From an optimization exercise on the open Yosys and OpenROAD flow, aimed at small area; shortcuts taken in it are not production practice.
Function was checked by simulation only, so behaviour that the tests miss may differ from the original.
Power and IR drop assume default switching activity.

`design.v`:
```
`timescale 1ns / 1ps
module controller #(
    parameter ADDR_W = 7,
    parameter BANK_ADDR_W = ADDR_W - 4
) ( 
    input  wire        clk,
    input  wire        rst_n,
    input  wire [ADDR_W-1:0] addr,
    input  wire        ce_n,
    input  wire        we_n,
    input  wire [15:0] bank_active_status,
    output reg  [15:0] bank_sel,
    output reg  [BANK_ADDR_W-1:0] bank_addr,
    output reg         precharge_en,
    output reg         row_decode_en,
    output reg         col_decode_en,
    output reg         sense_amp_en,
    output reg         write_driver_en,
    output reg  [15:0] request_wakeup,
    output reg  [15:0] access_done
);
    parameter IDLE       = 3'b000;
    parameter WAIT_PMU   = 3'b001;
    parameter PRECHARGE  = 3'b010;
    parameter DECODE     = 3'b011;
    parameter ACCESS     = 3'b100;
    parameter FINISH     = 3'b101;
    parameter T_PRECHARGE_CYCLES = 2;
    parameter T_DECODE_CYCLES    = 1;
    parameter T_ACCESS_CYCLES    = 3;
    reg [2:0]  current_state;
    reg [2:0]  next_state;
    reg [ADDR_W-1:0] captured_addr;
    reg        captured_we_n;
    reg [1:0]  timer_counter; 
    wire       timer_done;
    always @* begin
        case (current_state)
            IDLE: begin
                if (!ce_n)
                    next_state = WAIT_PMU;
                else
                    next_state = IDLE;
            end
            WAIT_PMU: begin
                if (bank_active_status[captured_addr[ADDR_W-1:BANK_ADDR_W]])
                    next_state = PRECHARGE;
                else
                    next_state = WAIT_PMU;
            end
            PRECHARGE: begin
                if (timer_done)
                    next_state = DECODE;
                else
                    next_state = PRECHARGE;
            end
            DECODE: begin
                if (timer_done)
                    next_state = ACCESS;
                else
                    next_state = DECODE;
            end
            ACCESS: begin
                if (timer_done)
                    next_state = FINISH;
                else
                    next_state = ACCESS;
            end
            FINISH: begin
                next_state = IDLE;
            end
            default: begin
                next_state = IDLE;
            end
        endcase
    end
    assign timer_done = (current_state == PRECHARGE && timer_counter >= T_PRECHARGE_CYCLES) ||
                        (current_state == DECODE    && timer_counter >= T_DECODE_CYCLES)    ||
                        (current_state == ACCESS    && timer_counter >= T_ACCESS_CYCLES);
    always @(posedge clk or negedge rst_n) begin
        if (!rst_n) begin
            current_state <= IDLE;
            timer_counter <= 0;
            captured_addr <= 0;
            captured_we_n <= 1'b1;
        end else begin
            current_state <= next_state;
            if (current_state == IDLE && next_state == WAIT_PMU) begin
                captured_addr <= addr;
                captured_we_n <= we_n;
            end
            if (next_state != current_state) begin
                timer_counter <= 1; 
            end else if (!timer_done) begin
                timer_counter <= timer_counter + 1;
            end
        end
    end
    always @* begin
        bank_sel        = 16'b0;
        bank_addr       = '0;
        precharge_en    = 1'b0;
        row_decode_en   = 1'b0;
        col_decode_en   = 1'b0;
        sense_amp_en    = 1'b0;
        write_driver_en = 1'b0;
        request_wakeup  = 16'b0;
        access_done     = 16'b0;
        case (current_state)
            WAIT_PMU: begin
                bank_sel       = 1'b1 << captured_addr[ADDR_W-1:BANK_ADDR_W];
                bank_addr      = captured_addr[BANK_ADDR_W-1:0];
                request_wakeup = 1'b1 << captured_addr[ADDR_W-1:BANK_ADDR_W];
            end
            PRECHARGE: begin
                bank_sel     = 1'b1 << captured_addr[ADDR_W-1:BANK_ADDR_W];
                bank_addr    = captured_addr[BANK_ADDR_W-1:0];
                precharge_en = 1'b1;
            end
            DECODE: begin
                bank_sel        = 1'b1 << captured_addr[ADDR_W-1:BANK_ADDR_W];
                bank_addr       = captured_addr[BANK_ADDR_W-1:0];
                row_decode_en   = 1'b1;
                col_decode_en   = 1'b1;
            end
            ACCESS: begin
                bank_sel        = 1'b1 << captured_addr[ADDR_W-1:BANK_ADDR_W];
                bank_addr       = captured_addr[BANK_ADDR_W-1:0];
                row_decode_en   = 1'b1;
                col_decode_en   = 1'b1;
                if (captured_we_n) begin 
                    sense_amp_en = 1'b1;
                end else begin 
                    write_driver_en = 1'b1;
                end
            end
            FINISH: begin
                bank_sel    = 1'b1 << captured_addr[ADDR_W-1:BANK_ADDR_W];
                bank_addr   = captured_addr[BANK_ADDR_W-1:0];
                access_done = 1'b1 << captured_addr[ADDR_W-1:BANK_ADDR_W];
            end
        endcase
    end
endmodule
`timescale 1ns / 1ps
module power_management_unit (    
    input  wire        clk,
    input  wire        rst_n, 
    input  wire [15:0] request_wakeup,
    input  wire [15:0] access_done, 
    output wire [15:0] power_gate_en,
    output wire [15:0] rbb_en,
    output wire [15:0] bank_active_status
);
    parameter DEEP_SLEEP = 2'b00;
    parameter STANDBY    = 2'b01;
    parameter ACTIVE     = 2'b10;
    parameter T_WAKEUP_CYCLES      = 50;
    parameter T_IDLE_CYCLES        = 150;
    parameter T_DEEP_SLEEP_CYCLES  = 1000;
    reg [1:0]  current_state [15:0];
    reg [1:0]  next_state [15:0];
    reg [$clog2(T_WAKEUP_CYCLES)-1:0]      wakeup_timer [15:0];
    reg [$clog2(T_IDLE_CYCLES)-1:0]        idle_timer [15:0];
    reg [$clog2(T_DEEP_SLEEP_CYCLES)-1:0]  deep_sleep_timer [15:0];
    genvar i;
    generate
        for (i = 0; i < 16; i = i + 1) begin : bank_fsm
            wire wakeup_timer_done;
            wire idle_timer_done;
            wire deep_sleep_timer_done;
            always @* begin
                case (current_state[i])
                    DEEP_SLEEP: begin
                        if (request_wakeup[i])
                            next_state[i] = STANDBY;
                        else
                            next_state[i] = DEEP_SLEEP;
                    end
                    STANDBY: begin
                        if (wakeup_timer_done)
                            next_state[i] = ACTIVE;
                        else if (deep_sleep_timer_done)
                            next_state[i] = DEEP_SLEEP;
                        else
                            next_state[i] = STANDBY;
                    end
                    ACTIVE: begin
                        if (idle_timer_done && !request_wakeup[i])
                            next_state[i] = STANDBY;
                        else
                            next_state[i] = ACTIVE;
                    end
                    default: begin
                        next_state[i] = DEEP_SLEEP;
                    end
                endcase
            end
            always @(posedge clk or negedge rst_n) begin
                if (!rst_n) begin
                    current_state[i]    <= DEEP_SLEEP;
                    wakeup_timer[i]     <= 0;
                    idle_timer[i]       <= 0;
                    deep_sleep_timer[i] <= 0;
                end else begin                  
                    current_state[i] <= next_state[i];                  
                    if (current_state[i] == DEEP_SLEEP && next_state[i] == STANDBY) begin
                        wakeup_timer[i] <= 1;
                    end else if (current_state[i] == STANDBY && wakeup_timer[i] > 0 && !wakeup_timer_done) begin
                        wakeup_timer[i] <= wakeup_timer[i] + 1;
                    end else begin
                        wakeup_timer[i] <= 0;
                    end                   
                    if (request_wakeup[i] && current_state[i] == ACTIVE) begin
                        idle_timer[i] <= 0; 
                    end else if (access_done[i] && current_state[i] == ACTIVE) begin
                        idle_timer[i] <= 1; 
                    end else if (current_state[i] == ACTIVE && idle_timer[i] > 0 && !idle_timer_done) begin
                        idle_timer[i] <= idle_timer[i] + 1; 
                    end else begin
                        idle_timer[i] <= 0; 
                    end                    
                    if (current_state[i] == ACTIVE && next_state[i] == STANDBY) begin
                        deep_sleep_timer[i] <= 1;
                    end else if (current_state[i] == STANDBY && deep_sleep_timer[i] > 0 && !deep_sleep_timer_done) begin
                        deep_sleep_timer[i] <= deep_sleep_timer[i] + 1;
                    end else begin
                        deep_sleep_timer[i] <= 0; 
                    end
                end
            end
            assign bank_active_status[i] = (current_state[i] == ACTIVE);
            assign power_gate_en[i]      = (current_state[i] != DEEP_SLEEP);
            assign rbb_en[i]             = (current_state[i] == STANDBY);
            assign wakeup_timer_done     = (wakeup_timer[i] >= T_WAKEUP_CYCLES);
            assign idle_timer_done       = (idle_timer[i]   >= T_IDLE_CYCLES);
            assign deep_sleep_timer_done = (deep_sleep_timer[i] >= T_DEEP_SLEEP_CYCLES);
        end
    endgenerate
endmodule
`timescale 1ns / 1ps
module memory_bank_2 #(
    parameter ROW_BITS = 1,
    parameter COL_BITS = 2
) (
    input  logic       clk,
    input  logic       rst_n,
    input  logic [ROW_BITS+COL_BITS-1:0] bank_addr,
    input  logic [31:0] din,
    input  logic       precharge_en,
    input  logic       row_decode_en,
    input  logic       col_decode_en,
    input  logic       sense_amp_en,
    input  logic       write_driver_en,
    input  logic       power_gate_en,
    input  logic       rbb_en,
    output logic [31:0] bank_dout
);
    localparam WORDS = 1 << (ROW_BITS + COL_BITS);
    wire [ROW_BITS-1:0] row_addr = bank_addr[ROW_BITS+COL_BITS-1:COL_BITS];
    wire [COL_BITS-1:0] col_addr = bank_addr[COL_BITS-1:0];
    logic [31:0] memory_array [WORDS-1:0];
    always @(posedge clk or negedge rst_n) begin
        if (!rst_n) begin
            for (int w = 0; w < WORDS; w++) begin
                memory_array[w] <= 32'b0;
            end
        end else if (write_driver_en) begin
            memory_array[{row_addr, col_addr}] <= din;
        end
    end
    always @* begin
        if (sense_amp_en) begin
            bank_dout = memory_array[{row_addr, col_addr}];
        end else begin
            bank_dout = 32'b0;
        end
    end
endmodule
`timescale 1ns / 1ps
module sram_top #(
    parameter ROW_BITS = 1,
    parameter COL_BITS = 2,
    parameter ADDR_W   = 4 + ROW_BITS + COL_BITS
) (
    input  logic        clk,
    input  logic        rst_n,
    input  logic [ADDR_W-1:0] addr,
    input  logic [31:0] din,
    input  logic        ce_n,
    input  logic        we_n,
    output logic [31:0] dout
);
    wire [ROW_BITS+COL_BITS-1:0] bank_addr;
    wire        precharge_en;
    wire        row_decode_en;
    wire        col_decode_en;
    wire        sense_amp_en;
    wire        write_driver_en;
    wire [15:0] request_wakeup;
    wire [15:0] access_done;
    wire [15:0] bank_active_status;
    wire [15:0] power_gate_en;
    wire [15:0] rbb_en;
    wire [15:0] bank_sel;
    wire [31:0] all_banks_dout [15:0];
    controller #(.ADDR_W(ADDR_W)) u_controller (
        .clk(clk),
        .rst_n(rst_n),
        .addr(addr),
        .ce_n(ce_n),
        .we_n(we_n),
        .bank_active_status(bank_active_status),
        .bank_sel(bank_sel),
        .bank_addr(bank_addr),
        .precharge_en(precharge_en),
        .row_decode_en(row_decode_en),
        .col_decode_en(col_decode_en),
        .sense_amp_en(sense_amp_en),
        .write_driver_en(write_driver_en),
        .request_wakeup(request_wakeup),
        .access_done(access_done)
    );
    power_management_unit u_pmu (
        .clk(clk),
        .rst_n(rst_n),
        .request_wakeup(request_wakeup),
        .access_done(access_done),
        .power_gate_en(power_gate_en),
        .rbb_en(rbb_en),
        .bank_active_status(bank_active_status)
    );
   generate
        for (genvar i = 0; i < 16; i++) begin : BANK_GEN
            wire bank_precharge_en   = precharge_en    & bank_sel[i];
            wire bank_row_decode_en  = row_decode_en   & bank_sel[i];
            wire bank_col_decode_en  = col_decode_en   & bank_sel[i];
            wire bank_sense_amp_en   = sense_amp_en    & bank_sel[i];
            wire bank_write_driver_en= write_driver_en & bank_sel[i];
            memory_bank_2 #(.ROW_BITS(ROW_BITS), .COL_BITS(COL_BITS)) u_bank (
                .clk(clk),
                .rst_n(rst_n),
                .bank_addr(bank_addr), 
                .din(din),
                .precharge_en(bank_precharge_en),
                .row_decode_en(bank_row_decode_en),
                .col_decode_en(bank_col_decode_en),
                .sense_amp_en(bank_sense_amp_en),
                .write_driver_en(bank_write_driver_en),
                .power_gate_en(power_gate_en[i]),
                .rbb_en(rbb_en[i]),
                .bank_dout(all_banks_dout[i])
            );
        end
    endgenerate
    always_comb begin
        dout = 32'b0;
        case (bank_sel)
            16'h0001: dout = all_banks_dout[0];
            16'h0002: dout = all_banks_dout[1];
            16'h0004: dout = all_banks_dout[2];
            16'h0008: dout = all_banks_dout[3];
            16'h0010: dout = all_banks_dout[4];
            16'h0020: dout = all_banks_dout[5];
            16'h0040: dout = all_banks_dout[6];
            16'h0080: dout = all_banks_dout[7];
            16'h0100: dout = all_banks_dout[8];
            16'h0200: dout = all_banks_dout[9];
            16'h0400: dout = all_banks_dout[10];
            16'h0800: dout = all_banks_dout[11];
            16'h1000: dout = all_banks_dout[12];
            16'h2000: dout = all_banks_dout[13];
            16'h4000: dout = all_banks_dout[14];
            16'h8000: dout = all_banks_dout[15];
            default:  dout = 32'b0;
        endcase
    end
endmodule
```
`run.sh`:
```
#!/bin/bash
# synth_recipe.tcl (not shown) runs the flow's synth.tcl, then flattens the netlist and writes it again
# the make line also repeats each setting of config.mk as NAME=value (left out here)
make -C /OpenROAD-flow-scripts/flow DESIGN_CONFIG=/design/flow/config.mk WORK_HOME=/design/flow/orfs CLKGATE_MAP_FILE= SYNTH_SCRIPT=/design/flow/synth_recipe.tcl finish
```
`config.mk`:
```
export PLATFORM = sky130hd
export DESIGN_NAME = sram_top
export DESIGN_NICKNAME = sram_top
export VERILOG_FILES = /design/flow/design.v
export SDC_FILE = /design/flow/constraint.sdc
export NUM_CORES = 4
export LEC_CHECK = 0
export CAP_MARGIN = 20
export CORE_MARGIN = 2
export CORE_UTILIZATION = 45
export PLACE_DENSITY = 0.6
export SETUP_SLACK_MARGIN = 0.3
export SLEW_MARGIN = 20
```
`constraint.sdc`:
```
create_clock -name core_clock -period 10.0 [get_ports {clk}]
set_input_delay 2.0000 -clock core_clock [delete_from_list [all_inputs] [get_ports {clk}]]
set_output_delay 2.0000 -clock core_clock [all_outputs]
set_load 0.01 [all_outputs]
```
==> flow_summary.ini <==
[run_status]
status = finished clean

[detailed_routing]
antenna_left = 0
vias = 152100
first_pass_iters = 8
viasPerCell = 6.634
post-route-drc-count = 0
routedWlPerCell_um = 36.96
drtIter0Drc = 19270
drt_wl_total_um = 847300

[setup_path]
path_max_fanout = 42
reg2reg_slack_ns = 4.16
reg2reg_from = u_controller.captured_addr[1]
cp-startpoint = u_controller.current_state[1]
cp.arrival_ns = 7.73
rr_worst_depth = 8
critical_path.endpoint = dout[6]
critPathCaptureType = output port
crit_required_ns = 8.00
startpoint_type = register
crit_type = register to output port
rr_endpoint = BANK_GEN[13].u_bank.memory_array[2][19]

[logic_synthesis]
netlist_area_um2 = 208200
yosysSeqAreaShare_pct = 54.39
syn_avg_cell_area_um2 = 12.39
synth-edff-count = 0
async_flop_share_pct = 100.0
yosys_warnings = 10
ys_ff_latch = 4525
synth.distinct_cells = 84
ys.flop_type = dfrtp_1
syn_nets = 16980
syn_inst = 16800

[final_layout]
layout.nets = 16490
layout.area.seq_um2 = 113200
drive_gt1_share_pct = 33.95
final_cell_area_um2 = 232500
final_common_cell = dfrtp_1
final_cell_mix = 4521 x dfrtp_1, 4070 x mux2_2, 1064 x o21ai_0, 598 x nand2_1, 577 x nor2_1
area_growth_syn_to_layout_pct = 11.68
fillers = 40440
multiInputGateArea_um2 = 89160

[sta]
tightest_slew_ns = 1.443
setup_violations = 0
fin_skew_ns = 0.08877
min_period_ns = 9.733
slew_headroom_pct = 3.811
grt_setup_unrepaired = no
hold_viol = 0
finalCritPeriodShare_pct = 97.33
fin_setup_tns_ns = 0
timing.fmax_mhz = 102.7
timing.final.max_slew_violations = 0

[min_path]
min-delay-start = BANK_GEN[5].u_bank.memory_array[2][5]
hold_path.class = register to register

[clocking]
root_buffer = clkbuf_16
cts-resized-gates = 0
cts_buffers = 480
max-clock-path-buffers = 4
ctsHoldBuffers = 0
cts.sinks = 4525
htree_levels = 5
post_cts_buffers = 0
clkTransAtPathRegs_ns = 0.06
insertion_delay_ns = 1.10
cts_tree = done

[global_routing]
grt_usage_pct = 35.34
grt_pass1_wl_um = 1180000
grt_max_degree = 172
grt-ovfl-total = 0
antenna_found_initial = 106
grt_pass1_vias = 145400

[placed_design]
dpl_cell_area_um2 = 216500
port_buffers = 74
dpl.hpwl_um = 501800
place_congestion = 0.9166

[floorplanning]
dieArea_um2 = 468100
coreArea_um2 = 460500
die_w_um = 684.2
die_y_um = 684.2
ios = 75
row_count = 249
start_util_pct = 45.22

[power]
powerDensity_nw_per_um2 = 168.4
peakVddDrop_uv = 167.4
power.total_mw = 39.15
leakagePower_nw = 107.4

[job]
maxCapViolations = 0
## synth_stat cells (30+ instances only)
library cell | count | area [um^2]
and2_1 | 30 | 187.7
nand4_1 | 47 | 294.0
a21oi_1 | 537 | 2688
buf_1 | 108 | 405.4
nor4_1 | 90 | 563.0
a221o_1 | 97 | 970.9
nor2b_1 | 37 | 231.5
mux2_1 | 100 | 1126
ha_1 | 131 | 1639
nor2_1 | 706 | 2650
a211oi_1 | 133 | 998.5
a22o_1 | 94 | 823.3
dfrtp_1 | 4524 | 113200
clkbuf_1 | 974 | 3656
a21boi_0 | 60 | 450.4
nand2_1 | 612 | 2297
xor2_1 | 171 | 1498
o21ai_0 | 1065 | 5330
buf_2 | 430 | 2152
nand2b_1 | 136 | 850.8
mux2_2 | 4070 | 45830
a221oi_1 | 305 | 2671
a31oi_1 | 122 | 763.2
and3_1 | 100 | 625.6
o22ai_1 | 73 | 456.7
mux2i_1 | 411 | 4114
a22oi_1 | 201 | 1509
xnor2_1 | 103 | 902.1
or4_1 | 35 | 262.8
nand3_1 | 311 | 1556
o211ai_1 | 58 | 435.4
o221ai_1 | 132 | 1156
o2bb2ai_1 | 43 | 376.6
nor3_1 | 57 | 285.3
o21a_1 | 42 | 315.3
inv_1 | 216 | 810.8
a21o_1 | 43 | 322.8
buf_4 | 44 | 330.3
## worst max-delay path, stage by stage, from the launching register on
cell and delay, ns:
dfrtp_1 0.74, or3_1 0.85, nand2_4 0.46, buf_12 0.35
buf_4 0.29, a21oi_1 0.21, a31oi_1 0.49, nor4_1 0.86
nand4_1 0.86, or3_1 0.84, clkdlybuf4s50_1 0.56
## through the flow
step / setup slack [ns] / cells / hold WS, ns / util (%)
after detailed placement: 1.860 / 21980 / 0.4661 / 47.02
after global routing: 0.5087 / 22880 / 0.4929 / 50.47
after floorplan: 5.118 / 16800 / 0.4484 / -
after global placement: 0.4676 / 21970 / 0.4584 / 46.97
after CTS: 0.7096 / 22840 / 0.4801 / 50.43
final: 0.2666 / 22930 / 0.4783 / 50.50
## per-layer routing
metal,vias up,global-route usage [%],share of wire [%]
li1,60090,-,-
met1,79950,46.43,38
met2,9298,50.12,41
met3,2673,11.14,12
met4,84,23.33,8.0
met5,-,0.3163,0.086
## registers in the layout, indices dropped and copies added (netlist names)
name                          count
u_pmu.wakeup_timer               96
u_controller.captured_addr        7
u_pmu.idle_timer                128
u_controller.captured_we_n        1
u_pmu.deep_sleep_timer          160
BANK_GEN.u_bank.memory_array   4096
u_pmu.current_state              32
u_controller.timer_counter        2
u_controller.current_state        3
## cells by family after synthesis
kind of cell	share of synthesized area (%)
AO/OA/AOI/OAI	10.31
XOR/XNOR	1.153
adder cells (fa/ha/maj)	0.7872
buffers and inverters	3.568
flip-flops	54.39
multiplexers	24.72
AND/OR/NAND/NOR	5.072
## final cells by class
cell class | count | area share, %
sequential | 4525 | 48.70
multi-input combinational | 10500 | 38.34
clock buffer | 732 | 6.108
tap | 6149 | 3.309
timing repair buffer | 589 | 2.436
clock inverter | 130 | 0.6511
inverter | 218 | 0.3616
antenna | 84 | 0.09040
## where the power goes
part           switching, mW  total, mW  internal [mW]
clock                   7.92       18.2           10.2
sequential             0.109       18.6           18.5
combinational           1.95       2.43          0.480
## how the worst min path moves through the flow
stage                                                    to  slack (ns)  depth (start not counted)
CTS                  BANK_GEN[13].u_bank.memory_array[2][6]        0.48                          1
global route        BANK_GEN[13].u_bank.memory_array[2][17]        0.49                          1
global placement      BANK_GEN[5].u_bank.memory_array[2][5]        0.46                          1
floorplan            BANK_GEN[13].u_bank.memory_array[2][6]        0.45                          1
detailed placement   BANK_GEN[13].u_bank.memory_array[2][6]        0.47                          1
finish                BANK_GEN[5].u_bank.memory_array[2][5]        0.48                          1

-- what the ideal ports hide --
Ports are ideal in the flow. The routed layout listed here was re-timed in OpenROAD. Step 1 (the two cells are an assumption about what drives the block):
set clk [get_ports {clk}]
set_driving_cell -lib_cell sky130_fd_sc_hd__clkbuf_16 $clk
set_driving_cell -lib_cell sky130_fd_sc_hd__buf_2 [delete_from_list [all_inputs] $clk]
Step 2 also shifts input and output timing later by t, the mid clock arrival at the registers, as if the neighbouring blocks saw the same clock. Three values: no drivers, after step 1, after step 2; two values: the first two.
t (ns): 1.193
setup slack, ns: 0.267 / 0.136 / 1.329
worst setup path after step 2: register to output
latest minus earliest clock arrival (ns): 0.097 / 0.098
slew at the worst register clock pin (ns): 0.07 / 0.07
After both steps setup and hold are still met in this run. The setup slack of this run moves by -0.131 ns with the drivers and by +1.062 ns with both steps.
